What follows belongs to an exercise in optimizing a design on an open flow for small area and a short achievable clock period; a production flow would make more cautious choices.
The RTL was checked by simulation tests, not by an equivalence proof against the original design.

==> design.v <==
module processor(clk, rst, i_dataValid, i_packet, o_answer);
  input clk;
  input rst;
  input i_dataValid;
  input [31:0] i_packet;
  output reg [31:0] o_answer;
  reg [6:0] rf;
  reg f;
  wire dir = i_packet[31];
  wire [30:0] v;
  wire [3:0] g;
  gctl uc0 (.vld(i_dataValid), .rst(rst), .g(g[0]));
  gctl uc1 (.vld(i_dataValid), .rst(rst), .g(g[1]));
  gctl uc2 (.vld(i_dataValid), .rst(rst), .g(g[2]));
  gctl uc3 (.vld(i_dataValid), .rst(rst), .g(g[3]));
  gate8 ug0 (.d(i_packet[7:0]), .g(g[0]), .q(v[7:0]));
  gate8 ug1 (.d(i_packet[15:8]), .g(g[1]), .q(v[15:8]));
  gate8 ug2 (.d(i_packet[23:16]), .g(g[2]), .q(v[23:16]));
  gate8 ug3 (.d({1'b0, i_packet[30:24]}), .g(g[3]), .q({nc_unused, v[30:24]}));
  wire nc_unused;
  wire [31:0] a = o_answer;
  wire [6:0] rneg = (rf == 7'd0) ? 7'd0 : 7'd100 - rf;
  wire [6:0] rin1 = f ? rf : rneg;        
  wire [6:0] rin0 = f ? rneg : rf;        
  wire [6:0] rin = dir ? rin1 : rin0;
  wire [9:0] c0 = v[11:2];
  wire [9:0] c1 = v[21:12];
  wire [8:0] c2 = v[30:22];
  wire [9:0] c1n = ~c1;
  wire [8:0] c2n = ~c2;
  wire [2:0] uq = {1'b0, v[1:0]} + {1'b0, rin[1:0]};
  wire cc = uq[2];
  wire ns_1, nc_2;
  fa uns_1 (.a(c0[7]), .b(c1n[7]), .c(c2[7]), .s(ns_1), .co(nc_2));
  wire ns_3, nc_4;
  fa uns_3 (.a(c0[8]), .b(c1n[8]), .c(c2[8]), .s(ns_3), .co(nc_4));
  wire ns_5, nc_6;
  ha uns_5 (.a(nc_2), .b(ns_3), .s(ns_5), .co(nc_6));
  wire ns_7, nc_8;
  fa uns_7 (.a(c0[9]), .b(c1n[9]), .c(nc_4), .s(ns_7), .co(nc_8));
  wire ns_9, nc_10;
  ha uns_9 (.a(nc_6), .b(ns_7), .s(ns_9), .co(nc_10));
  wire ns_11, nc_12;
  ha uns_11 (.a(nc_8), .b(nc_10), .s(ns_11), .co(nc_12));
  wire ns_13, nc_14;
  fa uns_13 (.a(c0[0]), .b(c1n[0]), .c(c2[0]), .s(ns_13), .co(nc_14));
  wire ns_15, nc_16;
  fa uns_15 (.a(rin[2]), .b(cc), .c(ns_1), .s(ns_15), .co(nc_16));
  wire ns_17, nc_18;
  xn2 uns_17 (.a(c0[1]), .b(c1n[1]), .y(ns_17));
  or2m unc_18 (.a(c0[1]), .b(c1n[1]), .y(nc_18));
  wire ns_19, nc_20;
  fa uns_19 (.a(c2[1]), .b(rin[3]), .c(ns_17), .s(ns_19), .co(nc_20));
  wire ns_21, nc_22;
  fa uns_21 (.a(nc_14), .b(ns_1), .c(ns_19), .s(ns_21), .co(nc_22));
  wire ns_23, nc_24;
  ha uns_23 (.a(ns_5), .b(nc_16), .s(ns_23), .co(nc_24));
  wire ns_25, nc_26;
  fa uns_25 (.a(c0[2]), .b(c1n[2]), .c(c2[2]), .s(ns_25), .co(nc_26));
  wire ns_27, nc_28;
  fa uns_27 (.a(rin[4]), .b(nc_18), .c(ns_25), .s(ns_27), .co(nc_28));
  wire ns_29, nc_30;
  fa uns_29 (.a(nc_20), .b(ns_5), .c(ns_27), .s(ns_29), .co(nc_30));
  wire ns_31, nc_32;
  fa uns_31 (.a(nc_22), .b(nc_24), .c(ns_9), .s(ns_31), .co(nc_32));
  wire ns_33, nc_34;
  fa uns_33 (.a(c0[3]), .b(c1n[3]), .c(c2[3]), .s(ns_33), .co(nc_34));
  wire ns_35, nc_36;
  fa uns_35 (.a(rin[5]), .b(nc_26), .c(ns_33), .s(ns_35), .co(nc_36));
  wire ns_37, nc_38;
  fa uns_37 (.a(nc_28), .b(ns_35), .c(ns_9), .s(ns_37), .co(nc_38));
  wire ns_39, nc_40;
  fa uns_39 (.a(nc_30), .b(ns_11), .c(nc_32), .s(ns_39), .co(nc_40));
  wire ns_41, nc_42;
  fa uns_41 (.a(c0[4]), .b(c1n[4]), .c(c2[4]), .s(ns_41), .co(nc_42));
  wire ns_43, nc_44;
  fa uns_43 (.a(rin[6]), .b(nc_34), .c(ns_41), .s(ns_43), .co(nc_44));
  wire ns_45, nc_46;
  fa uns_45 (.a(nc_36), .b(ns_43), .c(nc_12), .s(ns_45), .co(nc_46));
  wire ns_47, nc_48;
  fa uns_47 (.a(ns_11), .b(nc_38), .c(ns_45), .s(ns_47), .co(nc_48));
  wire ns_49, nc_50;
  fa uns_49 (.a(c0[5]), .b(c1n[5]), .c(c2[5]), .s(ns_49), .co(nc_50));
  wire ns_51, nc_52;
  fa uns_51 (.a(nc_42), .b(ns_49), .c(nc_44), .s(ns_51), .co(nc_52));
  wire ns_53, nc_54;
  fa uns_53 (.a(nc_12), .b(ns_51), .c(nc_46), .s(ns_53), .co(nc_54));
  wire ns_55, nc_56;
  fa uns_55 (.a(c0[6]), .b(c1n[6]), .c(c2[6]), .s(ns_55), .co(nc_56));
  wire ns_57, nc_58;
  fa uns_57 (.a(nc_50), .b(ns_55), .c(nc_52), .s(ns_57), .co(nc_58));
  wire ng_59, np_60;
  ha unp_60 (.a(ns_13), .b(ns_15), .s(np_60), .co(ng_59));
  wire ng_61, np_62;
  ha unp_62 (.a(ns_21), .b(ns_23), .s(np_62), .co(ng_61));
  wire ng_63, np_64;
  ha unp_64 (.a(ns_29), .b(ns_31), .s(np_64), .co(ng_63));
  wire ng_65, np_66;
  ha unp_66 (.a(ns_37), .b(ns_39), .s(np_66), .co(ng_65));
  wire ng_67, np_68;
  ha unp_68 (.a(nc_40), .b(ns_47), .s(np_68), .co(ng_67));
  wire ng_69, np_70;
  ha unp_70 (.a(nc_48), .b(ns_53), .s(np_70), .co(ng_69));
  wire ng_71, np_72;
  ha unp_72 (.a(ns_57), .b(nc_54), .s(np_72), .co(ng_71));
  wire ng_73, np_74;
  ha unp_74 (.a(nc_56), .b(nc_58), .s(np_74), .co(ng_73));
  wire nG_75 = ng_61 | (np_62 & ng_59);
  wire nP_76 = np_62 & np_60;
  wire nG_77 = ng_65 | (np_66 & ng_63);
  wire nP_78 = np_66 & np_64;
  wire nG_79 = ng_69 | (np_70 & ng_67);
  wire nP_80 = np_70 & np_68;
  wire nG_81 = ng_73 | (np_74 & ng_71);
  wire nP_82 = np_74 & np_72;
  wire nG_83 = ng_63 | (np_64 & nG_75);
  wire nP_84 = np_64 & nP_76;
  wire nG_85 = nG_77 | (nP_78 & nG_75);
  wire nP_86 = nP_78 & nP_76;
  wire nG_87 = ng_71 | (np_72 & nG_79);
  wire nP_88 = np_72 & nP_80;
  wire nG_89 = nG_81 | (nP_82 & nG_79);
  wire nP_90 = nP_82 & nP_80;
  wire nG_91 = ng_67 | (np_68 & nG_85);
  wire nP_92 = np_68 & nP_86;
  wire nG_93 = nG_79 | (nP_80 & nG_85);
  wire nP_94 = nP_80 & nP_86;
  wire nG_95 = nG_87 | (nP_88 & nG_85);
  wire nP_96 = nP_88 & nP_86;
  wire nG_97 = nG_89 | (nP_90 & nG_85);
  wire nP_98 = nP_90 & nP_86;
  wire no_99;
  xr2 uno_99 (.a(np_62), .b(ng_59), .y(no_99));
  wire no_100;
  xr2 uno_100 (.a(np_64), .b(nG_75), .y(no_100));
  wire no_101;
  xr2 uno_101 (.a(np_66), .b(nG_83), .y(no_101));
  wire no_102;
  xr2 uno_102 (.a(np_68), .b(nG_85), .y(no_102));
  wire no_103;
  xr2 uno_103 (.a(np_70), .b(nG_91), .y(no_103));
  wire no_104;
  xr2 uno_104 (.a(np_72), .b(nG_93), .y(no_104));
  wire no_105;
  xr2 uno_105 (.a(np_74), .b(nG_95), .y(no_105));
  wire [8:0] fp = {nG_97, no_105, no_104, no_103, no_102, no_101, no_100, no_99, np_60};
  wire [4:0] rr;
  ftab utab (.f(fp[8:4]), .rr(rr));
  wire [5:0] s = {1'b0, rr} + {2'b0, fp[3:0]};
  wire [4:0] ry = (s >= 6'd25) ? s[4:0] + 5'd7 : s[4:0];
  wire [6:0] m = {ry, uq[1:0]};
  wire ng_106, np_107;
  ha unp_107 (.a(c1[0]), .b(c2n[0]), .s(np_107), .co(ng_106));
  wire ng_108, np_109;
  ha unp_109 (.a(c1[1]), .b(c2n[1]), .s(np_109), .co(ng_108));
  wire ng_110, np_111;
  ha unp_111 (.a(c1[2]), .b(c2n[2]), .s(np_111), .co(ng_110));
  wire ng_112, np_113;
  ha unp_113 (.a(c1[3]), .b(c2n[3]), .s(np_113), .co(ng_112));
  wire ng_114, np_115;
  ha unp_115 (.a(c1[4]), .b(c2n[4]), .s(np_115), .co(ng_114));
  wire ng_116, np_117;
  ha unp_117 (.a(c1[5]), .b(c2n[5]), .s(np_117), .co(ng_116));
  wire ng_118, np_119;
  ha unp_119 (.a(c1[6]), .b(c2n[6]), .s(np_119), .co(ng_118));
  wire ng_120, np_121;
  ha unp_121 (.a(c1[7]), .b(c2n[7]), .s(np_121), .co(ng_120));
  wire ng_122, np_123;
  ha unp_123 (.a(c1[8]), .b(c2n[8]), .s(np_123), .co(ng_122));
  wire nG_124;
  ao21 unG_124 (.a(ng_108), .b(np_109), .c(ng_106), .y(nG_124));
  wire nP_125;
  an2 unP_125 (.a(np_109), .b(np_107), .y(nP_125));
  wire nG_126;
  ao21 unG_126 (.a(ng_112), .b(np_113), .c(ng_110), .y(nG_126));
  wire nP_127;
  an2 unP_127 (.a(np_113), .b(np_111), .y(nP_127));
  wire nG_128;
  ao21 unG_128 (.a(ng_116), .b(np_117), .c(ng_114), .y(nG_128));
  wire nP_129;
  an2 unP_129 (.a(np_117), .b(np_115), .y(nP_129));
  wire nG_130;
  ao21 unG_130 (.a(ng_120), .b(np_121), .c(ng_118), .y(nG_130));
  wire nP_131;
  an2 unP_131 (.a(np_121), .b(np_119), .y(nP_131));
  wire nG_132;
  an2 unG_132 (.a(c1[9]), .b(ng_122), .y(nG_132));
  wire nP_133;
  an2 unP_133 (.a(c1[9]), .b(np_123), .y(nP_133));
  wire nG_134;
  ao21 unG_134 (.a(ng_110), .b(np_111), .c(nG_124), .y(nG_134));
  wire nP_135;
  an2 unP_135 (.a(np_111), .b(nP_125), .y(nP_135));
  wire nG_136;
  ao21 unG_136 (.a(nG_126), .b(nP_127), .c(nG_124), .y(nG_136));
  wire nP_137;
  an2 unP_137 (.a(nP_127), .b(nP_125), .y(nP_137));
  wire nG_138;
  ao21 unG_138 (.a(ng_118), .b(np_119), .c(nG_128), .y(nG_138));
  wire nP_139;
  an2 unP_139 (.a(np_119), .b(nP_129), .y(nP_139));
  wire nG_140;
  ao21 unG_140 (.a(nG_130), .b(nP_131), .c(nG_128), .y(nG_140));
  wire nP_141;
  an2 unP_141 (.a(nP_131), .b(nP_129), .y(nP_141));
  wire nG_142;
  ao21 unG_142 (.a(ng_114), .b(np_115), .c(nG_136), .y(nG_142));
  wire nP_143;
  an2 unP_143 (.a(np_115), .b(nP_137), .y(nP_143));
  wire nG_144;
  ao21 unG_144 (.a(nG_128), .b(nP_129), .c(nG_136), .y(nG_144));
  wire nP_145;
  an2 unP_145 (.a(nP_129), .b(nP_137), .y(nP_145));
  wire nG_146;
  ao21 unG_146 (.a(nG_138), .b(nP_139), .c(nG_136), .y(nG_146));
  wire nP_147;
  an2 unP_147 (.a(nP_139), .b(nP_137), .y(nP_147));
  wire nG_148;
  ao21 unG_148 (.a(nG_140), .b(nP_141), .c(nG_136), .y(nG_148));
  wire nP_149;
  an2 unP_149 (.a(nP_141), .b(nP_137), .y(nP_149));
  wire nG_150;
  ao21 unG_150 (.a(ng_122), .b(np_123), .c(nG_148), .y(nG_150));
  wire nP_151;
  an2 unP_151 (.a(np_123), .b(nP_149), .y(nP_151));
  wire nG_152;
  ao21 unG_152 (.a(nG_132), .b(nP_133), .c(nG_148), .y(nG_152));
  wire nP_153;
  an2 unP_153 (.a(nP_133), .b(nP_149), .y(nP_153));
  wire no_154 = ~np_107;
  wire nG_155 = ng_106 | np_107;
  wire no_156;
  xr2 uno_156 (.a(np_109), .b(nG_155), .y(no_156));
  wire nG_157 = nG_124 | nP_125;
  wire no_158;
  xr2 uno_158 (.a(np_111), .b(nG_157), .y(no_158));
  wire nG_159 = nG_134 | nP_135;
  wire no_160;
  xr2 uno_160 (.a(np_113), .b(nG_159), .y(no_160));
  wire nG_161 = nG_136 | nP_137;
  wire no_162;
  xr2 uno_162 (.a(np_115), .b(nG_161), .y(no_162));
  wire nG_163 = nG_142 | nP_143;
  wire no_164;
  xr2 uno_164 (.a(np_117), .b(nG_163), .y(no_164));
  wire nG_165 = nG_144 | nP_145;
  wire no_166;
  xr2 uno_166 (.a(np_119), .b(nG_165), .y(no_166));
  wire nG_167 = nG_146 | nP_147;
  wire no_168;
  xr2 uno_168 (.a(np_121), .b(nG_167), .y(no_168));
  wire nG_169 = nG_148 | nP_149;
  wire no_170;
  xr2 uno_170 (.a(np_123), .b(nG_169), .y(no_170));
  wire nG_171 = nG_150 | nP_151;
  wire no_172;
  xr2 uno_172 (.a(c1[9]), .b(nG_171), .y(no_172));
  wire nG_173 = nG_152 | nP_153;
  wire ns_174 = ~no_99;
  wire ns_175, nc_176;
  fa uns_175 (.a(np_60), .b(no_99), .c(no_100), .s(ns_175), .co(nc_176));
  wire ns_177, nc_178;
  fa uns_177 (.a(no_99), .b(no_101), .c(nc_176), .s(ns_177), .co(nc_178));
  wire ns_179, nc_180;
  fa uns_179 (.a(no_100), .b(no_102), .c(nc_178), .s(ns_179), .co(nc_180));
  wire ns_181, nc_182;
  fa uns_181 (.a(no_101), .b(nG_97), .c(no_103), .s(ns_181), .co(nc_182));
  wire ns_183, nc_184;
  ha uns_183 (.a(no_102), .b(no_104), .s(ns_183), .co(nc_184));
  wire ns_185, nc_186;
  xn2 uns_185 (.a(a[0]), .b(no_154), .y(ns_185));
  or2m unc_186 (.a(a[0]), .b(no_154), .y(nc_186));
  wire ns_187, nc_188;
  fa uns_187 (.a(ns_1), .b(ns_185), .c(no_103), .s(ns_187), .co(nc_188));
  wire ns_189, nc_190;
  ha uns_189 (.a(no_105), .b(nc_184), .s(ns_189), .co(nc_190));
  wire ns_191, nc_192;
  xn2 uns_191 (.a(a[1]), .b(nc_186), .y(ns_191));
  or2m unc_192 (.a(a[1]), .b(nc_186), .y(nc_192));
  wire ns_193, nc_194;
  fa uns_193 (.a(no_156), .b(ns_5), .c(ns_191), .s(ns_193), .co(nc_194));
  wire ns_195, nc_196;
  fa uns_195 (.a(ns_193), .b(nG_97), .c(no_104), .s(ns_195), .co(nc_196));
  wire ns_197, nc_198;
  ha uns_197 (.a(nc_188), .b(nc_190), .s(ns_197), .co(nc_198));
  wire ns_199, nc_200;
  xn2 uns_199 (.a(a[2]), .b(ns_1), .y(ns_199));
  or2m unc_200 (.a(a[2]), .b(ns_1), .y(nc_200));
  wire ns_201, nc_202;
  fa uns_201 (.a(ns_199), .b(nc_192), .c(no_158), .s(ns_201), .co(nc_202));
  wire ns_203, nc_204;
  fa uns_203 (.a(ns_9), .b(nc_194), .c(ns_201), .s(ns_203), .co(nc_204));
  wire ns_205, nc_206;
  fa uns_205 (.a(ns_203), .b(no_105), .c(nc_196), .s(ns_205), .co(nc_206));
  wire ns_207, nc_208;
  fa uns_207 (.a(a[3]), .b(no_154), .c(nc_200), .s(ns_207), .co(nc_208));
  wire ns_209, nc_210;
  fa uns_209 (.a(ns_5), .b(no_160), .c(ns_207), .s(ns_209), .co(nc_210));
  wire ns_211, nc_212;
  fa uns_211 (.a(nc_202), .b(ns_11), .c(ns_209), .s(ns_211), .co(nc_212));
  wire ns_213, nc_214;
  fa uns_213 (.a(nc_204), .b(ns_211), .c(nG_97), .s(ns_213), .co(nc_214));
  wire ns_215, nc_216;
  xn2 uns_215 (.a(a[4]), .b(no_156), .y(ns_215));
  or2m unc_216 (.a(a[4]), .b(no_156), .y(nc_216));
  wire ns_217, nc_218;
  fa uns_217 (.a(ns_215), .b(no_162), .c(nc_208), .s(ns_217), .co(nc_218));
  wire ns_219, nc_220;
  fa uns_219 (.a(ns_9), .b(nc_12), .c(nc_210), .s(ns_219), .co(nc_220));
  wire ns_221, nc_222;
  fa uns_221 (.a(ns_217), .b(nc_212), .c(ns_219), .s(ns_221), .co(nc_222));
  wire ns_223, nc_224;
  fa uns_223 (.a(a[5]), .b(no_154), .c(no_158), .s(ns_223), .co(nc_224));
  wire ns_225, nc_226;
  fa uns_225 (.a(nc_216), .b(no_164), .c(ns_223), .s(ns_225), .co(nc_226));
  wire ns_227, nc_228;
  fa uns_227 (.a(ns_11), .b(nc_218), .c(ns_225), .s(ns_227), .co(nc_228));
  wire ns_229, nc_230;
  ha uns_229 (.a(nc_220), .b(ns_227), .s(ns_229), .co(nc_230));
  wire ns_231, nc_232;
  xn2 uns_231 (.a(a[6]), .b(no_156), .y(ns_231));
  or2m unc_232 (.a(a[6]), .b(no_156), .y(nc_232));
  wire ns_233, nc_234;
  fa uns_233 (.a(ns_231), .b(no_160), .c(no_166), .s(ns_233), .co(nc_234));
  wire ns_235, nc_236;
  fa uns_235 (.a(nc_224), .b(nc_12), .c(ns_233), .s(ns_235), .co(nc_236));
  wire ns_237, nc_238;
  fa uns_237 (.a(nc_226), .b(ns_235), .c(nc_228), .s(ns_237), .co(nc_238));
  wire ns_239, nc_240;
  xn2 uns_239 (.a(a[7]), .b(no_158), .y(ns_239));
  or2m unc_240 (.a(a[7]), .b(no_158), .y(nc_240));
  wire ns_241, nc_242;
  fa uns_241 (.a(nc_232), .b(no_162), .c(ns_239), .s(ns_241), .co(nc_242));
  wire ns_243, nc_244;
  fa uns_243 (.a(no_168), .b(ns_241), .c(nc_234), .s(ns_243), .co(nc_244));
  wire ns_245, nc_246;
  ha uns_245 (.a(nc_236), .b(ns_243), .s(ns_245), .co(nc_246));
  wire ns_247, nc_248;
  xn2 uns_247 (.a(a[8]), .b(no_160), .y(ns_247));
  or2m unc_248 (.a(a[8]), .b(no_160), .y(nc_248));
  wire ns_249, nc_250;
  fa uns_249 (.a(nc_240), .b(no_170), .c(no_164), .s(ns_249), .co(nc_250));
  wire ns_251, nc_252;
  fa uns_251 (.a(ns_247), .b(nc_242), .c(ns_249), .s(ns_251), .co(nc_252));
  wire ns_253, nc_254;
  ha uns_253 (.a(nc_244), .b(ns_251), .s(ns_253), .co(nc_254));
  wire ns_255, nc_256;
  fa uns_255 (.a(a[9]), .b(no_162), .c(no_166), .s(ns_255), .co(nc_256));
  wire ns_257, nc_258;
  fa uns_257 (.a(nc_248), .b(no_172), .c(nc_250), .s(ns_257), .co(nc_258));
  wire ns_259, nc_260;
  fa uns_259 (.a(ns_255), .b(nc_252), .c(ns_257), .s(ns_259), .co(nc_260));
  wire ns_261, nc_262;
  xn2 uns_261 (.a(a[10]), .b(c2[0]), .y(ns_261));
  or2m unc_262 (.a(a[10]), .b(c2[0]), .y(nc_262));
  wire ns_263, nc_264;
  fa uns_263 (.a(ns_261), .b(nG_173), .c(no_168), .s(ns_263), .co(nc_264));
  wire ns_265, nc_266;
  fa uns_265 (.a(no_164), .b(nc_256), .c(ns_263), .s(ns_265), .co(nc_266));
  wire ns_267, nc_268;
  ha uns_267 (.a(nc_258), .b(ns_265), .s(ns_267), .co(nc_268));
  wire ns_269, nc_270;
  xn2 uns_269 (.a(a[11]), .b(c2[1]), .y(ns_269));
  or2m unc_270 (.a(a[11]), .b(c2[1]), .y(nc_270));
  wire ns_271, nc_272;
  fa uns_271 (.a(nc_262), .b(ns_269), .c(no_170), .s(ns_271), .co(nc_272));
  wire ns_273, nc_274;
  fa uns_273 (.a(no_166), .b(nc_264), .c(ns_271), .s(ns_273), .co(nc_274));
  wire ns_275, nc_276;
  ha uns_275 (.a(nc_266), .b(ns_273), .s(ns_275), .co(nc_276));
  wire ns_277, nc_278;
  fa uns_277 (.a(a[12]), .b(c2[2]), .c(nc_270), .s(ns_277), .co(nc_278));
  wire ns_279, nc_280;
  fa uns_279 (.a(ns_277), .b(no_168), .c(no_172), .s(ns_279), .co(nc_280));
  wire ns_281, nc_282;
  fa uns_281 (.a(nc_272), .b(ns_279), .c(nc_274), .s(ns_281), .co(nc_282));
  wire ns_283, nc_284;
  xn2 uns_283 (.a(a[13]), .b(c2[0]), .y(ns_283));
  or2m unc_284 (.a(a[13]), .b(c2[0]), .y(nc_284));
  wire ns_285, nc_286;
  fa uns_285 (.a(c2[3]), .b(ns_283), .c(nc_278), .s(ns_285), .co(nc_286));
  wire ns_287, nc_288;
  fa uns_287 (.a(ns_285), .b(nG_173), .c(no_170), .s(ns_287), .co(nc_288));
  wire ns_289, nc_290;
  ha uns_289 (.a(ns_287), .b(nc_280), .s(ns_289), .co(nc_290));
  wire ns_291, nc_292;
  fa uns_291 (.a(a[14]), .b(c2[1]), .c(c2[4]), .s(ns_291), .co(nc_292));
  wire ns_293, nc_294;
  fa uns_293 (.a(nc_284), .b(ns_291), .c(nc_286), .s(ns_293), .co(nc_294));
  wire ns_295, nc_296;
  fa uns_295 (.a(no_172), .b(ns_293), .c(nc_288), .s(ns_295), .co(nc_296));
  wire ns_297, nc_298;
  xn2 uns_297 (.a(a[15]), .b(c2[0]), .y(ns_297));
  or2m unc_298 (.a(a[15]), .b(c2[0]), .y(nc_298));
  wire ns_299, nc_300;
  fa uns_299 (.a(c2[2]), .b(c2[5]), .c(ns_297), .s(ns_299), .co(nc_300));
  wire ns_301, nc_302;
  fa uns_301 (.a(nc_292), .b(ns_299), .c(nG_173), .s(ns_301), .co(nc_302));
  wire ns_303, nc_304;
  ha uns_303 (.a(nc_294), .b(ns_301), .s(ns_303), .co(nc_304));
  wire ns_305, nc_306;
  xn2 uns_305 (.a(a[16]), .b(c2[1]), .y(ns_305));
  or2m unc_306 (.a(a[16]), .b(c2[1]), .y(nc_306));
  wire ns_307, nc_308;
  fa uns_307 (.a(c2[3]), .b(c2[6]), .c(nc_298), .s(ns_307), .co(nc_308));
  wire ns_309, nc_310;
  fa uns_309 (.a(ns_305), .b(nc_300), .c(ns_307), .s(ns_309), .co(nc_310));
  wire ns_311, nc_312;
  ha uns_311 (.a(ns_309), .b(nc_302), .s(ns_311), .co(nc_312));
  wire ns_313, nc_314;
  xn2 uns_313 (.a(a[17]), .b(c2[2]), .y(ns_313));
  or2m unc_314 (.a(a[17]), .b(c2[2]), .y(nc_314));
  wire ns_315, nc_316;
  fa uns_315 (.a(c2[4]), .b(c2[7]), .c(nc_306), .s(ns_315), .co(nc_316));
  wire ns_317, nc_318;
  fa uns_317 (.a(ns_313), .b(nc_308), .c(ns_315), .s(ns_317), .co(nc_318));
  wire ns_319, nc_320;
  ha uns_319 (.a(nc_310), .b(ns_317), .s(ns_319), .co(nc_320));
  wire ns_321, nc_322;
  xn2 uns_321 (.a(a[18]), .b(c2[3]), .y(ns_321));
  or2m unc_322 (.a(a[18]), .b(c2[3]), .y(nc_322));
  wire ns_323, nc_324;
  fa uns_323 (.a(c2[5]), .b(c2[8]), .c(nc_314), .s(ns_323), .co(nc_324));
  wire ns_325, nc_326;
  fa uns_325 (.a(ns_321), .b(nc_316), .c(ns_323), .s(ns_325), .co(nc_326));
  wire ns_327, nc_328;
  ha uns_327 (.a(nc_318), .b(ns_325), .s(ns_327), .co(nc_328));
  wire ns_329, nc_330;
  xn2 uns_329 (.a(a[19]), .b(c2[4]), .y(ns_329));
  or2m unc_330 (.a(a[19]), .b(c2[4]), .y(nc_330));
  wire ns_331, nc_332;
  fa uns_331 (.a(c2[6]), .b(nc_322), .c(ns_329), .s(ns_331), .co(nc_332));
  wire ns_333, nc_334;
  fa uns_333 (.a(nc_324), .b(ns_331), .c(nc_326), .s(ns_333), .co(nc_334));
  wire ns_335, nc_336;
  xn2 uns_335 (.a(a[20]), .b(c2[5]), .y(ns_335));
  or2m unc_336 (.a(a[20]), .b(c2[5]), .y(nc_336));
  wire ns_337, nc_338;
  fa uns_337 (.a(c2[7]), .b(nc_330), .c(ns_335), .s(ns_337), .co(nc_338));
  wire ns_339, nc_340;
  ha uns_339 (.a(nc_332), .b(ns_337), .s(ns_339), .co(nc_340));
  wire ns_341, nc_342;
  xn2 uns_341 (.a(a[21]), .b(c2[6]), .y(ns_341));
  or2m unc_342 (.a(a[21]), .b(c2[6]), .y(nc_342));
  wire ns_343, nc_344;
  fa uns_343 (.a(c2[8]), .b(nc_336), .c(ns_341), .s(ns_343), .co(nc_344));
  wire ns_345, nc_346;
  ha uns_345 (.a(nc_338), .b(ns_343), .s(ns_345), .co(nc_346));
  wire ns_347, nc_348;
  xn2 uns_347 (.a(a[22]), .b(c2[7]), .y(ns_347));
  or2m unc_348 (.a(a[22]), .b(c2[7]), .y(nc_348));
  wire ns_349, nc_350;
  fa uns_349 (.a(nc_342), .b(ns_347), .c(nc_344), .s(ns_349), .co(nc_350));
  wire ns_351, nc_352;
  xn2 uns_351 (.a(a[23]), .b(c2[8]), .y(ns_351));
  or2m unc_352 (.a(a[23]), .b(c2[8]), .y(nc_352));
  wire ns_353, nc_354;
  ha uns_353 (.a(nc_348), .b(ns_351), .s(ns_353), .co(nc_354));
  wire ns_355, nc_356;
  xn2 uns_355 (.a(a[24]), .b(nc_352), .y(ns_355));
  or2m unc_356 (.a(a[24]), .b(nc_352), .y(nc_356));
  wire ns_357 = ~a[25];
  wire ns_358 = ~a[26];
  wire ns_359 = ~a[27];
  wire ns_360 = ~a[28];
  wire ns_361 = ~a[29];
  wire ns_362 = ~a[30];
  wire ns_363 = ~a[31];
  wire ng_364, np_365;
  ha unp_365 (.a(np_60), .b(no_101), .s(np_365), .co(ng_364));
  wire ng_366, np_367;
  ha unp_367 (.a(ns_174), .b(no_102), .s(np_367), .co(ng_366));
  wire ng_368, np_369;
  ha unp_369 (.a(ns_175), .b(no_103), .s(np_369), .co(ng_368));
  wire ng_370, np_371;
  ha unp_371 (.a(ns_177), .b(no_104), .s(np_371), .co(ng_370));
  wire ng_372, np_373;
  ha unp_373 (.a(no_105), .b(ns_179), .s(np_373), .co(ng_372));
  wire ng_374, np_375;
  ha unp_375 (.a(nc_180), .b(ns_181), .s(np_375), .co(ng_374));
  wire ng_376, np_377;
  ha unp_377 (.a(ns_183), .b(nc_182), .s(np_377), .co(ng_376));
  wire ng_378, np_379;
  ha unp_379 (.a(ns_187), .b(ns_189), .s(np_379), .co(ng_378));
  wire ng_380, np_381;
  ha unp_381 (.a(ns_195), .b(ns_197), .s(np_381), .co(ng_380));
  wire ng_382, np_383;
  ha unp_383 (.a(nc_198), .b(ns_205), .s(np_383), .co(ng_382));
  wire ng_384, np_385;
  ha unp_385 (.a(ns_213), .b(nc_206), .s(np_385), .co(ng_384));
  wire ng_386, np_387;
  ha unp_387 (.a(ns_221), .b(nc_214), .s(np_387), .co(ng_386));
  wire ng_388, np_389;
  ha unp_389 (.a(nc_222), .b(ns_229), .s(np_389), .co(ng_388));
  wire ng_390, np_391;
  ha unp_391 (.a(nc_230), .b(ns_237), .s(np_391), .co(ng_390));
  wire ng_392, np_393;
  ha unp_393 (.a(ns_245), .b(nc_238), .s(np_393), .co(ng_392));
  wire ng_394, np_395;
  ha unp_395 (.a(nc_246), .b(ns_253), .s(np_395), .co(ng_394));
  wire ng_396, np_397;
  ha unp_397 (.a(nc_254), .b(ns_259), .s(np_397), .co(ng_396));
  wire ng_398, np_399;
  ha unp_399 (.a(ns_267), .b(nc_260), .s(np_399), .co(ng_398));
  wire ng_400, np_401;
  ha unp_401 (.a(nc_268), .b(ns_275), .s(np_401), .co(ng_400));
  wire ng_402, np_403;
  ha unp_403 (.a(nc_276), .b(ns_281), .s(np_403), .co(ng_402));
  wire ng_404, np_405;
  ha unp_405 (.a(ns_289), .b(nc_282), .s(np_405), .co(ng_404));
  wire ng_406, np_407;
  ha unp_407 (.a(nc_290), .b(ns_295), .s(np_407), .co(ng_406));
  wire ng_408, np_409;
  ha unp_409 (.a(ns_303), .b(nc_296), .s(np_409), .co(ng_408));
  wire ng_410, np_411;
  ha unp_411 (.a(nc_304), .b(ns_311), .s(np_411), .co(ng_410));
  wire ng_412, np_413;
  ha unp_413 (.a(ns_319), .b(nc_312), .s(np_413), .co(ng_412));
  wire ng_414, np_415;
  ha unp_415 (.a(nc_320), .b(ns_327), .s(np_415), .co(ng_414));
  wire ng_416, np_417;
  ha unp_417 (.a(nc_328), .b(ns_333), .s(np_417), .co(ng_416));
  wire ng_418, np_419;
  ha unp_419 (.a(ns_339), .b(nc_334), .s(np_419), .co(ng_418));
  wire ng_420, np_421;
  ha unp_421 (.a(nc_340), .b(ns_345), .s(np_421), .co(ng_420));
  wire ng_422, np_423;
  ha unp_423 (.a(nc_346), .b(ns_349), .s(np_423), .co(ng_422));
  wire ng_424, np_425;
  ha unp_425 (.a(ns_353), .b(nc_350), .s(np_425), .co(ng_424));
  wire ng_426, np_427;
  ha unp_427 (.a(ns_355), .b(nc_354), .s(np_427), .co(ng_426));
  wire ng_428, np_429;
  ha unp_429 (.a(ns_357), .b(nc_356), .s(np_429), .co(ng_428));
  wire ng_430, np_431;
  ha unp_431 (.a(a[25]), .b(ns_358), .s(np_431), .co(ng_430));
  wire ng_432, np_433;
  ha unp_433 (.a(a[26]), .b(ns_359), .s(np_433), .co(ng_432));
  wire ng_434, np_435;
  ha unp_435 (.a(a[27]), .b(ns_360), .s(np_435), .co(ng_434));
  wire ng_436, np_437;
  ha unp_437 (.a(a[28]), .b(ns_361), .s(np_437), .co(ng_436));
  wire ng_438, np_439;
  ha unp_439 (.a(a[29]), .b(ns_362), .s(np_439), .co(ng_438));
  wire ng_440, np_441;
  ha unp_441 (.a(a[30]), .b(ns_363), .s(np_441), .co(ng_440));
  wire nG_442 = ng_366 | (np_367 & ng_364);
  wire nP_443 = np_367 & np_365;
  wire nG_444 = ng_370 | (np_371 & ng_368);
  wire nP_445 = np_371 & np_369;
  wire nG_446 = ng_374 | (np_375 & ng_372);
  wire nP_447 = np_375 & np_373;
  wire nG_448 = ng_378 | (np_379 & ng_376);
  wire nP_449 = np_379 & np_377;
  wire nG_450 = ng_382 | (np_383 & ng_380);
  wire nP_451 = np_383 & np_381;
  wire nG_452 = ng_386 | (np_387 & ng_384);
  wire nP_453 = np_387 & np_385;
  wire nG_454 = ng_390 | (np_391 & ng_388);
  wire nP_455 = np_391 & np_389;
  wire nG_456 = ng_394 | (np_395 & ng_392);
  wire nP_457 = np_395 & np_393;
  wire nG_458 = ng_398 | (np_399 & ng_396);
  wire nP_459 = np_399 & np_397;
  wire nG_460 = ng_402 | (np_403 & ng_400);
  wire nP_461 = np_403 & np_401;
  wire nG_462 = ng_406 | (np_407 & ng_404);
  wire nP_463 = np_407 & np_405;
  wire nG_464 = ng_410 | (np_411 & ng_408);
  wire nP_465 = np_411 & np_409;
  wire nG_466 = ng_414 | (np_415 & ng_412);
  wire nP_467 = np_415 & np_413;
  wire nG_468 = ng_418 | (np_419 & ng_416);
  wire nP_469 = np_419 & np_417;
  wire nG_470 = ng_422 | (np_423 & ng_420);
  wire nP_471 = np_423 & np_421;
  wire nG_472 = ng_426 | (np_427 & ng_424);
  wire nP_473 = np_427 & np_425;
  wire nG_474 = ng_430 | (np_431 & ng_428);
  wire nP_475 = np_431 & np_429;
  wire nG_476 = ng_434 | (np_435 & ng_432);
  wire nP_477 = np_435 & np_433;
  wire nG_478 = ng_438 | (np_439 & ng_436);
  wire nP_479 = np_439 & np_437;
  wire nG_480 = ng_368 | (np_369 & nG_442);
  wire nP_481 = np_369 & nP_443;
  wire nG_482 = nG_444 | (nP_445 & nG_442);
  wire nP_483 = nP_445 & nP_443;
  wire nG_484 = ng_376 | (np_377 & nG_446);
  wire nP_485 = np_377 & nP_447;
  wire nG_486 = nG_448 | (nP_449 & nG_446);
  wire nP_487 = nP_449 & nP_447;
  wire nG_488 = ng_384 | (np_385 & nG_450);
  wire nP_489 = np_385 & nP_451;
  wire nG_490 = nG_452 | (nP_453 & nG_450);
  wire nP_491 = nP_453 & nP_451;
  wire nG_492 = ng_392 | (np_393 & nG_454);
  wire nP_493 = np_393 & nP_455;
  wire nG_494 = nG_456 | (nP_457 & nG_454);
  wire nP_495 = nP_457 & nP_455;
  wire nG_496 = ng_400 | (np_401 & nG_458);
  wire nP_497 = np_401 & nP_459;
  wire nG_498 = nG_460 | (nP_461 & nG_458);
  wire nP_499 = nP_461 & nP_459;
  wire nG_500 = ng_408 | (np_409 & nG_462);
  wire nP_501 = np_409 & nP_463;
  wire nG_502 = nG_464 | (nP_465 & nG_462);
  wire nP_503 = nP_465 & nP_463;
  wire nG_504 = ng_416 | (np_417 & nG_466);
  wire nP_505 = np_417 & nP_467;
  wire nG_506 = nG_468 | (nP_469 & nG_466);
  wire nP_507 = nP_469 & nP_467;
  wire nG_508 = ng_424 | (np_425 & nG_470);
  wire nP_509 = np_425 & nP_471;
  wire nG_510 = nG_472 | (nP_473 & nG_470);
  wire nP_511 = nP_473 & nP_471;
  wire nG_512 = ng_432 | (np_433 & nG_474);
  wire nP_513 = np_433 & nP_475;
  wire nG_514 = nG_476 | (nP_477 & nG_474);
  wire nP_515 = nP_477 & nP_475;
  wire nG_516 = ng_440 | (np_441 & nG_478);
  wire nP_517 = np_441 & nP_479;
  wire nG_518 = ng_372 | (np_373 & nG_482);
  wire nP_519 = np_373 & nP_483;
  wire nG_520 = nG_446 | (nP_447 & nG_482);
  wire nP_521 = nP_447 & nP_483;
  wire nG_522 = nG_484 | (nP_485 & nG_482);
  wire nP_523 = nP_485 & nP_483;
  wire nG_524 = nG_486 | (nP_487 & nG_482);
  wire nP_525 = nP_487 & nP_483;
  wire nG_526 = ng_388 | (np_389 & nG_490);
  wire nP_527 = np_389 & nP_491;
  wire nG_528 = nG_454 | (nP_455 & nG_490);
  wire nP_529 = nP_455 & nP_491;
  wire nG_530 = nG_492 | (nP_493 & nG_490);
  wire nP_531 = nP_493 & nP_491;
  wire nG_532 = nG_494 | (nP_495 & nG_490);
  wire nP_533 = nP_495 & nP_491;
  wire nG_534 = ng_404 | (np_405 & nG_498);
  wire nP_535 = np_405 & nP_499;
  wire nG_536 = nG_462 | (nP_463 & nG_498);
  wire nP_537 = nP_463 & nP_499;
  wire nG_538 = nG_500 | (nP_501 & nG_498);
  wire nP_539 = nP_501 & nP_499;
  wire nG_540 = nG_502 | (nP_503 & nG_498);
  wire nP_541 = nP_503 & nP_499;
  wire nG_542 = ng_420 | (np_421 & nG_506);
  wire nP_543 = np_421 & nP_507;
  wire nG_544 = nG_470 | (nP_471 & nG_506);
  wire nP_545 = nP_471 & nP_507;
  wire nG_546 = nG_508 | (nP_509 & nG_506);
  wire nP_547 = nP_509 & nP_507;
  wire nG_548 = nG_510 | (nP_511 & nG_506);
  wire nP_549 = nP_511 & nP_507;
  wire nG_550 = ng_436 | (np_437 & nG_514);
  wire nP_551 = np_437 & nP_515;
  wire nG_552 = nG_478 | (nP_479 & nG_514);
  wire nP_553 = nP_479 & nP_515;
  wire nG_554 = nG_516 | (nP_517 & nG_514);
  wire nP_555 = nP_517 & nP_515;
  wire nG_556 = ng_380 | (np_381 & nG_524);
  wire nP_557 = np_381 & nP_525;
  wire nG_558 = nG_450 | (nP_451 & nG_524);
  wire nP_559 = nP_451 & nP_525;
  wire nG_560 = nG_488 | (nP_489 & nG_524);
  wire nP_561 = nP_489 & nP_525;
  wire nG_562 = nG_490 | (nP_491 & nG_524);
  wire nP_563 = nP_491 & nP_525;
  wire nG_564 = nG_526 | (nP_527 & nG_524);
  wire nP_565 = nP_527 & nP_525;
  wire nG_566 = nG_528 | (nP_529 & nG_524);
  wire nP_567 = nP_529 & nP_525;
  wire nG_568 = nG_530 | (nP_531 & nG_524);
  wire nP_569 = nP_531 & nP_525;
  wire nG_570 = nG_532 | (nP_533 & nG_524);
  wire nP_571 = nP_533 & nP_525;
  wire nG_572 = ng_412 | (np_413 & nG_540);
  wire nP_573 = np_413 & nP_541;
  wire nG_574 = nG_466 | (nP_467 & nG_540);
  wire nP_575 = nP_467 & nP_541;
  wire nG_576 = nG_504 | (nP_505 & nG_540);
  wire nP_577 = nP_505 & nP_541;
  wire nG_578 = nG_506 | (nP_507 & nG_540);
  wire nP_579 = nP_507 & nP_541;
  wire nG_580 = nG_542 | (nP_543 & nG_540);
  wire nP_581 = nP_543 & nP_541;
  wire nG_582 = nG_544 | (nP_545 & nG_540);
  wire nP_583 = nP_545 & nP_541;
  wire nG_584 = nG_546 | (nP_547 & nG_540);
  wire nP_585 = nP_547 & nP_541;
  wire nG_586 = nG_548 | (nP_549 & nG_540);
  wire nP_587 = nP_549 & nP_541;
  wire nG_588 = ng_396 | (np_397 & nG_570);
  wire nP_589 = np_397 & nP_571;
  wire nG_590 = nG_458 | (nP_459 & nG_570);
  wire nP_591 = nP_459 & nP_571;
  wire nG_592 = nG_496 | (nP_497 & nG_570);
  wire nP_593 = nP_497 & nP_571;
  wire nG_594 = nG_498 | (nP_499 & nG_570);
  wire nP_595 = nP_499 & nP_571;
  wire nG_596 = nG_534 | (nP_535 & nG_570);
  wire nP_597 = nP_535 & nP_571;
  wire nG_598 = nG_536 | (nP_537 & nG_570);
  wire nP_599 = nP_537 & nP_571;
  wire nG_600 = nG_538 | (nP_539 & nG_570);
  wire nP_601 = nP_539 & nP_571;
  wire nG_602 = nG_540 | (nP_541 & nG_570);
  wire nP_603 = nP_541 & nP_571;
  wire nG_604 = nG_572 | (nP_573 & nG_570);
  wire nP_605 = nP_573 & nP_571;
  wire nG_606 = nG_574 | (nP_575 & nG_570);
  wire nP_607 = nP_575 & nP_571;
  wire nG_608 = nG_576 | (nP_577 & nG_570);
  wire nP_609 = nP_577 & nP_571;
  wire nG_610 = nG_578 | (nP_579 & nG_570);
  wire nP_611 = nP_579 & nP_571;
  wire nG_612 = nG_580 | (nP_581 & nG_570);
  wire nP_613 = nP_581 & nP_571;
  wire nG_614 = nG_582 | (nP_583 & nG_570);
  wire nP_615 = nP_583 & nP_571;
  wire nG_616 = nG_584 | (nP_585 & nG_570);
  wire nP_617 = nP_585 & nP_571;
  wire nG_618 = nG_586 | (nP_587 & nG_570);
  wire nP_619 = nP_587 & nP_571;
  wire nG_620 = ng_428 | (np_429 & nG_618);
  wire nP_621 = np_429 & nP_619;
  wire nG_622 = nG_474 | (nP_475 & nG_618);
  wire nP_623 = nP_475 & nP_619;
  wire nG_624 = nG_512 | (nP_513 & nG_618);
  wire nP_625 = nP_513 & nP_619;
  wire nG_626 = nG_514 | (nP_515 & nG_618);
  wire nP_627 = nP_515 & nP_619;
  wire nG_628 = nG_550 | (nP_551 & nG_618);
  wire nP_629 = nP_551 & nP_619;
  wire nG_630 = nG_552 | (nP_553 & nG_618);
  wire nP_631 = nP_553 & nP_619;
  wire nG_632 = nG_554 | (nP_555 & nG_618);
  wire nP_633 = nP_555 & nP_619;
  wire no_634;
  xr2 uno_634 (.a(np_379), .b(nG_522), .y(no_634));
  wire no_635;
  xr2 uno_635 (.a(np_381), .b(nG_524), .y(no_635));
  wire no_636;
  xr2 uno_636 (.a(np_383), .b(nG_556), .y(no_636));
  wire no_637;
  xr2 uno_637 (.a(np_385), .b(nG_558), .y(no_637));
  wire no_638;
  xr2 uno_638 (.a(np_387), .b(nG_560), .y(no_638));
  wire no_639;
  xr2 uno_639 (.a(np_389), .b(nG_562), .y(no_639));
  wire no_640;
  xr2 uno_640 (.a(np_391), .b(nG_564), .y(no_640));
  wire no_641;
  xr2 uno_641 (.a(np_393), .b(nG_566), .y(no_641));
  wire no_642;
  xr2 uno_642 (.a(np_395), .b(nG_568), .y(no_642));
  wire no_643;
  xr2 uno_643 (.a(np_397), .b(nG_570), .y(no_643));
  wire no_644;
  xr2 uno_644 (.a(np_399), .b(nG_588), .y(no_644));
  wire no_645;
  xr2 uno_645 (.a(np_401), .b(nG_590), .y(no_645));
  wire no_646;
  xr2 uno_646 (.a(np_403), .b(nG_592), .y(no_646));
  wire no_647;
  xr2 uno_647 (.a(np_405), .b(nG_594), .y(no_647));
  wire no_648;
  xr2 uno_648 (.a(np_407), .b(nG_596), .y(no_648));
  wire no_649;
  xr2 uno_649 (.a(np_409), .b(nG_598), .y(no_649));
  wire no_650;
  xr2 uno_650 (.a(np_411), .b(nG_600), .y(no_650));
  wire no_651;
  xr2 uno_651 (.a(np_413), .b(nG_602), .y(no_651));
  wire no_652;
  xr2 uno_652 (.a(np_415), .b(nG_604), .y(no_652));
  wire no_653;
  xr2 uno_653 (.a(np_417), .b(nG_606), .y(no_653));
  wire no_654;
  xr2 uno_654 (.a(np_419), .b(nG_608), .y(no_654));
  wire no_655;
  xr2 uno_655 (.a(np_421), .b(nG_610), .y(no_655));
  wire no_656;
  xr2 uno_656 (.a(np_423), .b(nG_612), .y(no_656));
  wire no_657;
  xr2 uno_657 (.a(np_425), .b(nG_614), .y(no_657));
  wire no_658;
  xr2 uno_658 (.a(np_427), .b(nG_616), .y(no_658));
  wire no_659;
  xr2 uno_659 (.a(np_429), .b(nG_618), .y(no_659));
  wire no_660;
  xr2 uno_660 (.a(np_431), .b(nG_620), .y(no_660));
  wire no_661;
  xr2 uno_661 (.a(np_433), .b(nG_622), .y(no_661));
  wire no_662;
  xr2 uno_662 (.a(np_435), .b(nG_624), .y(no_662));
  wire no_663;
  xr2 uno_663 (.a(np_437), .b(nG_626), .y(no_663));
  wire no_664;
  xr2 uno_664 (.a(np_439), .b(nG_628), .y(no_664));
  wire no_665;
  xr2 uno_665 (.a(np_441), .b(nG_630), .y(no_665));
  wire [31:0] sum = {no_665, no_664, no_663, no_662, no_661, no_660, no_659, no_658, no_657, no_656, no_655, no_654, no_653, no_652, no_651, no_650, no_649, no_648, no_647, no_646, no_645, no_644, no_643, no_642, no_641, no_640, no_639, no_638, no_637, no_636, no_635, no_634};
  always @(posedge clk) begin
    o_answer <= rst ? 32'd0 : sum;
    rf <= rst ? 7'd50 : m;
    f <= dir;
  end
endmodule
module ftab(input [4:0] f, output [4:0] rr);
  assign rr[0] = (f == 5'd2) | (f == 5'd3) | (f == 5'd5) | (f == 5'd6) | (f == 5'd8) | (f == 5'd9) | (f == 5'd11) | (f == 5'd12) | (f == 5'd15) | (f == 5'd18) | (f == 5'd21) | (f == 5'd24) | (f == 5'd27) | (f == 5'd28) | (f == 5'd30) | (f == 5'd31);
  assign rr[1] = (f == 5'd2) | (f == 5'd3) | (f == 5'd4) | (f == 5'd8) | (f == 5'd9) | (f == 5'd10) | (f == 5'd15) | (f == 5'd16) | (f == 5'd17) | (f == 5'd21) | (f == 5'd22) | (f == 5'd23) | (f == 5'd27) | (f == 5'd28) | (f == 5'd29);
  assign rr[2] = (f == 5'd2) | (f == 5'd3) | (f == 5'd4) | (f == 5'd5) | (f == 5'd6) | (f == 5'd7) | (f == 5'd15) | (f == 5'd16) | (f == 5'd17) | (f == 5'd18) | (f == 5'd19) | (f == 5'd20) | (f == 5'd27) | (f == 5'd28) | (f == 5'd29) | (f == 5'd30) | (f == 5'd31);
  assign rr[3] = (f == 5'd4) | (f == 5'd7) | (f == 5'd10) | (f == 5'd13) | (f == 5'd14) | (f == 5'd15) | (f == 5'd18) | (f == 5'd21) | (f == 5'd24) | (f == 5'd29);
  assign rr[4] = (f == 5'd1) | (f == 5'd3) | (f == 5'd6) | (f == 5'd9) | (f == 5'd12) | (f == 5'd14) | (f == 5'd17) | (f == 5'd20) | (f == 5'd23) | (f == 5'd26) | (f == 5'd28) | (f == 5'd31);
endmodule
module gctl(input vld, input rst, output g);
  assign g = vld & ~rst;
endmodule
module gate8(input [7:0] d, input g, output [7:0] q);
  assign q = d & {8{g}};
endmodule
module fa(input a, input b, input c, output s, output co);
  assign s = a ^ b ^ c;
  assign co = (a & b) | (a & c) | (b & c);
endmodule
module ao21(input a, input b, input c, output y);
  assign y = a | (b & c);
endmodule
module xn2(input a, input b, output y);
  assign y = ~(a ^ b);
endmodule
module or2m(input a, input b, output y);
  assign y = a | b;
endmodule
module an2(input a, input b, output y);
  assign y = a & b;
endmodule
module xr2(input a, input b, output y);
  assign y = a ^ b;
endmodule
module ha(input a, input b, output s, output co);
  assign s = a ^ b;
  assign co = a & b;
endmodule
==> flow/run.sh <==
#!/bin/bash
# Standard layout, with plain buf_1 cells as the buffers that every input and output port gets,
# and timing repair asked to keep 26 ns of setup slack (a 16 ns path) so that the resizer
# buffers and sizes the critical path instead of leaving minimum-size gates on it.
set -euo pipefail
export BUFFER_PORTS_ARGS="-buffer_cell sky130_fd_sc_hd__buf_1"
export SETUP_SLACK_MARGIN=26
bash standard.sh > standard.log 2>&1
==> standard.sh <==
#!/bin/bash
# synth_recipe.tcl (not shown) runs the flow's synth.tcl, then flattens the netlist and writes it again
# the make line also repeats each setting of config.mk as NAME=value (left out here)
make -C /OpenROAD-flow-scripts/flow DESIGN_CONFIG=/design/flow/config.mk WORK_HOME=/design/flow/orfs CLKGATE_MAP_FILE= SYNTH_SCRIPT=/design/flow/synth_recipe.tcl "${@:-finish}"
==> config.mk <==
export PLATFORM = sky130hd
export DESIGN_NAME = processor
export DESIGN_NICKNAME = processor
export VERILOG_FILES = /design/flow/design.v
export SDC_FILE = /design/flow/constraint.sdc
export NUM_CORES = 4
export LEC_CHECK = 0
export CAP_MARGIN = 20
export CORE_MARGIN = 2
export CORE_UTILIZATION = 60
export SLEW_MARGIN = 20
export SYNTH_HIERARCHICAL = 1
==> constraint.sdc <==
create_clock -name core_clock -period 42.0 [get_ports {clk}]
set_input_delay 8.4000 -clock core_clock [delete_from_list [all_inputs] [get_ports {clk}]]
set_output_delay 8.4000 -clock core_clock [all_outputs]
set_load 0.01 [all_outputs]
==> results.cfg, run 1 <==
[status]
status = no timing/DRC/antenna violations

[floorplan]
core_area_mm2 = 0.01037
start_util = 0.6229
die_w_um = 107.8
die_h_um = 107.8
die_area_mm2 = 0.01161
fp-row-count = 37
ios = 67

[routing]
wire_per_inst_um = 16.41
drt-initial-drc-count = 290
drc = 0
wl_mm = 14.15
final_antenna_net_count = 0
drtPass1Iterations = 4
routed_via_density = 5.534
vias = 4770

[timing]
drv_slew = 0
fmax_mhz = 63.93
finalSetupViolCount = 0
final.setup.tns_ps = 0
tightest_slew_ps = 687.7
hold_ws_ps = 712.1
relSlewSlack = 0.5411
clock_skew_ps = 9.261
hold_violations = 0
layout_worst_path_cycle_share = 0.3724
rsz0062_at_grt = false
min_period_ps = 15640

[logic_synthesis]
syn_inst = 659
avgSynthCellArea_um2 = 9.803
synth_fp_nets = 859
synthesis.area_mm2 = 0.006460
ys_warn_count = 7

[setup_path]
crit_arrival_ps = 15840
cpPeakStageDelay_ps = 460
timing.critical_path.buf_inv = 2
cp-end-kind = flip-flop
cpMaxStageDelayCell = fa_1
worstPathRequired_ps = 42200
cp-start-kind = input port
cpMostUsedCell = fa_1
critPathMaxFanout = 43
path_delay_family = adder cells
critPathKind = input port to flip-flop

[cts]
clkTransAtPathRegs_ps = 90
clk-insertion-delay-late_ps = 310
cts-root-buf = clkbuf_8
cts.sinks = 40
clk_path_buf_depth = 2
cts_buffers = 5
cts_tree = built
htreeDepth = 2

[final_layout]
multi_input_area_mm2 = 0.005460
seqCellArea_um2 = 800.8
drive_above_1_share = 0.06336
nets = 925
fin_area_mm2 = 0.006999
final.fill_count = 857
area_growth_pct = 8.348
n_antenna_cell = 0

[placed_design]
gp_congestion = 0.8150
portBuffers = 66
placed_area_mm2 = 0.006818
dp_hpwl_mm = 11.95

[global_routing]
grt_usage = 0.2674
grt_start_max_net_pins = 44
grt_pass1_wl_mm = 23.92
grt_pass1_vias = 5127
grt_antenna_before_repair = 0
grt-ovfl-total = 0

[worst_hold_path]
hp-class = flip-flop to flip-flop

[job]
maxCapViolations = 0
through the flow:
step | instances | utilization | setup slack, ps
6_report | 862 | 0.6750 | 26360
5_1_grt | 862 | 0.6750 | 26020
4_1_cts | 860 | 0.6704 | 26120
3_5_place_dp | 852 | 0.6575 | 25100
3_3_place_gp | 852 | 0.6575 | 25350
2_1_floorplan | 659 | - | 26550
worst reg2reg max path: cells and delay by family (launching register included):
family	cells	cell delay, ps
AND/OR/NAND/NOR	6	1010
XOR/XNOR	1	150
adder cells (fa/ha/maj)	10	3630
flip-flops	1	360
AO/OA/AOI/OAI	11	2540
worst paths after layout:
check | depth (start not counted) | from | slack [ps] | to
worst max-delay path | 27 | rst | 26360 | o_answer[31]
worst min-delay path | 4 | o_answer[31] | 710 | o_answer[31]
worst max register to register | 28 | rf[4] | 34190 | o_answer[31]
worst min register to register | 4 | o_answer[31] | 710 | o_answer[31]
registers in the layout (all words and copies together), names as in the netlist:
register and count:
rf 7, f 1, o_answer 32
placed cells by master (no fill, tap or decap), types with 5 or more instances in the layout:
cell type	instances
nand2_1	26
and2_1	49
nor2_1	17
inv_1	42
nor2b_1	35
buf_4	5
xor2_1	49
ha_1	83
nand3_1	8
o21ai_0	21
or2_2	13
buf_1	65
dfxtp_1	40
fa_1	81
xnor2_1	26
a21o_1	44
a21oi_1	14
or2_1	21
clkbuf_8	6
layer usage:
layer  global-route usage  wire (µm)
met1               0.3406       6331
met2               0.4735       7120
met3              0.03450        349
met4              0.07875        345
met5                    0          0
cell type report:
type                    count  area share
multi-input cells         565      0.7801
flip-flops and latches     40      0.1144
repair buffers             71     0.04219
well taps                 136     0.02431
inverters                  42     0.02252
clock buffers               5    0.009832
clock inverters             3    0.006614
timing repair:
action / in CTS / in global routing
hold buffers: 0 / 0
setup endpoints to repair: 24 / 16
cloned: 0 / 0
setup buffers: 0 / 2
pin swaps: 0 / 1
gates resized for setup: 5 / 5
==> run 2: changes to the inputs <==
==> flow/run.sh (replaced) <==
#!/bin/bash
# Standard layout, with plain buf_1 cells (instead of the default delay buffers) as the
# buffers that every input and output port gets.
set -euo pipefail
export BUFFER_PORTS_ARGS="-buffer_cell sky130_fd_sc_hd__buf_1"
bash standard.sh > standard.log 2>&1
==> run 2 against run 1 <==
Compared with the run above: worst hold slack worse by 1.0 ps; register-to-register slack worse by 450 ps; non-clock buffer count down 2; core utilization down 0.57 points; die area unchanged; first-iteration DRC count down 1.0%; synthesized cell count unchanged; critical path depth down 1.
==> results.cfg, run 2 <==
[floorplan]
die_area_mm2 = 0.01161
die_w_um = 107.8
start_util = 0.6229
ios = 67
core_area_mm2 = 0.01037
die_h_um = 107.8
fp-row-count = 37

[global_routing]
grt-ovfl-total = 0
grt_start_max_net_pins = 44
grt_pass1_vias = 5130
grt_pass1_wl_mm = 23.98
grt_antenna_before_repair = 0
grt_usage = 0.2680

[timing]
relSlewSlack = 0.3203
rsz0062_at_grt = false
final.setup.tns_ps = 0
min_period_ps = 16480
clock_skew_ps = 10.18
finalSetupViolCount = 0
layout_worst_path_cycle_share = 0.3923
drv_slew = 0
fmax_mhz = 60.70
hold_violations = 0
tightest_slew_ps = 1019

[cts]
clk_path_buf_depth = 2
postCtsSetupRepairBufs = 0
cts_tree = built
htreeDepth = 2
cts-root-buf = clkbuf_8
cts_resized = 0
cts.sinks = 40
clk-insertion-delay-late_ps = 310
clkTransAtPathRegs_ps = 90
hold_buffers = 0
cts_buffers = 5

[routing]
wire_per_inst_um = 16.46
wl_mm = 14.15
final_antenna_net_count = 0
drc = 0
drt-initial-drc-count = 287
drtPass1Iterations = 4
routed_via_density = 5.598
vias = 4814

[final_layout]
final_util = 0.6693
final_common_cell = ha_1
fin_cells = 860
area_growth_pct = 7.438
nets = 923
top_register = o_answer
final_cell_mix = ha_1 (84), fa_1 (81), buf_1 (65)
n_antenna_cell = 0
largest_reg_flops = 32
drive_above_1_share = 0.05387
reg_top3 = o_answer x32, rf x7, f x1

[placed_design]
dp_hpwl_mm = 11.95
dpl.cell_count = 852
portBuffers = 66
gp_congestion = 0.8150

[setup_path]
crit_arrival_ps = 16640
critPathMaxFanout = 43
critPathKind = input port to flip-flop
worstPathRequired_ps = 42170
cp-start-kind = input port
cp-end-kind = flip-flop

[logic_synthesis]
ys_warn_count = 7
synthesis.area_mm2 = 0.006460
avgSynthCellArea_um2 = 9.803
syn_inst = 659
synth_fp_nets = 859

[status]
status = no timing/DRC/antenna violations

[job]
maxCapViolations = 0

[worst_hold_path]
hp-class = flip-flop to flip-flop
==> run 2: area by class of cell <==
cell class | count | area, µm²
timing repair buffer | 69 | 271.5
inverter | 42 | 157.7
fill | 867 | 3430
multi-input combinational | 565 | 5425
clock inverter | 3 | 46.29
tap | 136 | 170.2
clock buffer | 5 | 68.82
sequential | 40 | 800.8
==> run 2: worst max-delay path, stage by stage <==
cell and delay (ps):
clkbuf_2 550, nor2b_4 330, and2_1 380, fa_1 630, fa_1 440, ha_1 210
fa_1 420, fa_1 440, ha_1 320, a21o_1 200, a21o_1 200, a21o_1 200
a21o_1 200, a21o_1 420, fa_1 520, fa_1 440, ha_1 340, a21oi_1 160
o21ai_0 210, and3_1 250, o311a_1 320, a211o_1 280, a31o_1 270, a31o_1 240
xor2_1 150, nor2b_1 120
==> run 2: worst paths after layout <==
| check | startpoint | end | slack, ps | cells after the start |
|---|---|---|---|---|
| max | rst | o_answer[31] | 25520 | 26 |
| min | o_answer[31] | o_answer[31] | 710 | 4 |
| max reg2reg | f | o_answer[31] | 33740 | 28 |
| min reg2reg | o_answer[31] | o_answer[31] | 710 | 4 |
==> run 2: per-stage QoR <==
step / instance area (µm²) / hold WS (ps) / setup WS [ps]
3_5_place_dp: 6818 / 698.4 / 25100
6_report: 6940 / 711.1 / 25520
3_3_place_gp: 6818 / 686.8 / 25350
5_1_grt: 6940 / 770.0 / 25050
4_1_cts: 6933 / 717.0 / 25460
2_1_floorplan: 6460 / 683.6 / 26550
==> run 2: metal layers <==
layer	up-vias	GRT usage	routed length [µm]
met5	-	0	0
met4	0	0.07875	369
met3	24	0.03450	386
met2	82	0.4735	7127
met1	2336	0.3424	6269
li1	2372	-	-

[static timing again, ports no longer ideal]
The results above use ideal ports. As a check the final layouts listed here were re-extracted and re-timed, cells and wires unchanged. Step 1 assumes that a clkbuf_16 drives the clock port and a buf_2 every other input. Step 2 times the ports against the registers' clock, not the clock port: input delays grow and output delays shrink by t, the midpoint of the rising clock arrivals with the driver on. Slacks: ideal ports / drivers / drivers and shift; pairs: ideal ports / drivers.
| run | t (ns) | setup WS [ns] | clock arrival spread, ns | worst slew at a driven data input, ns |
|---|---|---|---|---|
| run 1 | 0.340 | 26.357 / 26.362 / 26.023 | 0.009 / 0.009 | 0.04 |
| run 2 | 0.340 | 25.525 / 25.538 / 25.198 | 0.010 / 0.010 | 0.04 |
After both steps setup and hold are still met in every run listed. The setup slack of run 1, which loses most, moves by +0.005 ns with the drivers and by -0.334 ns with both steps.
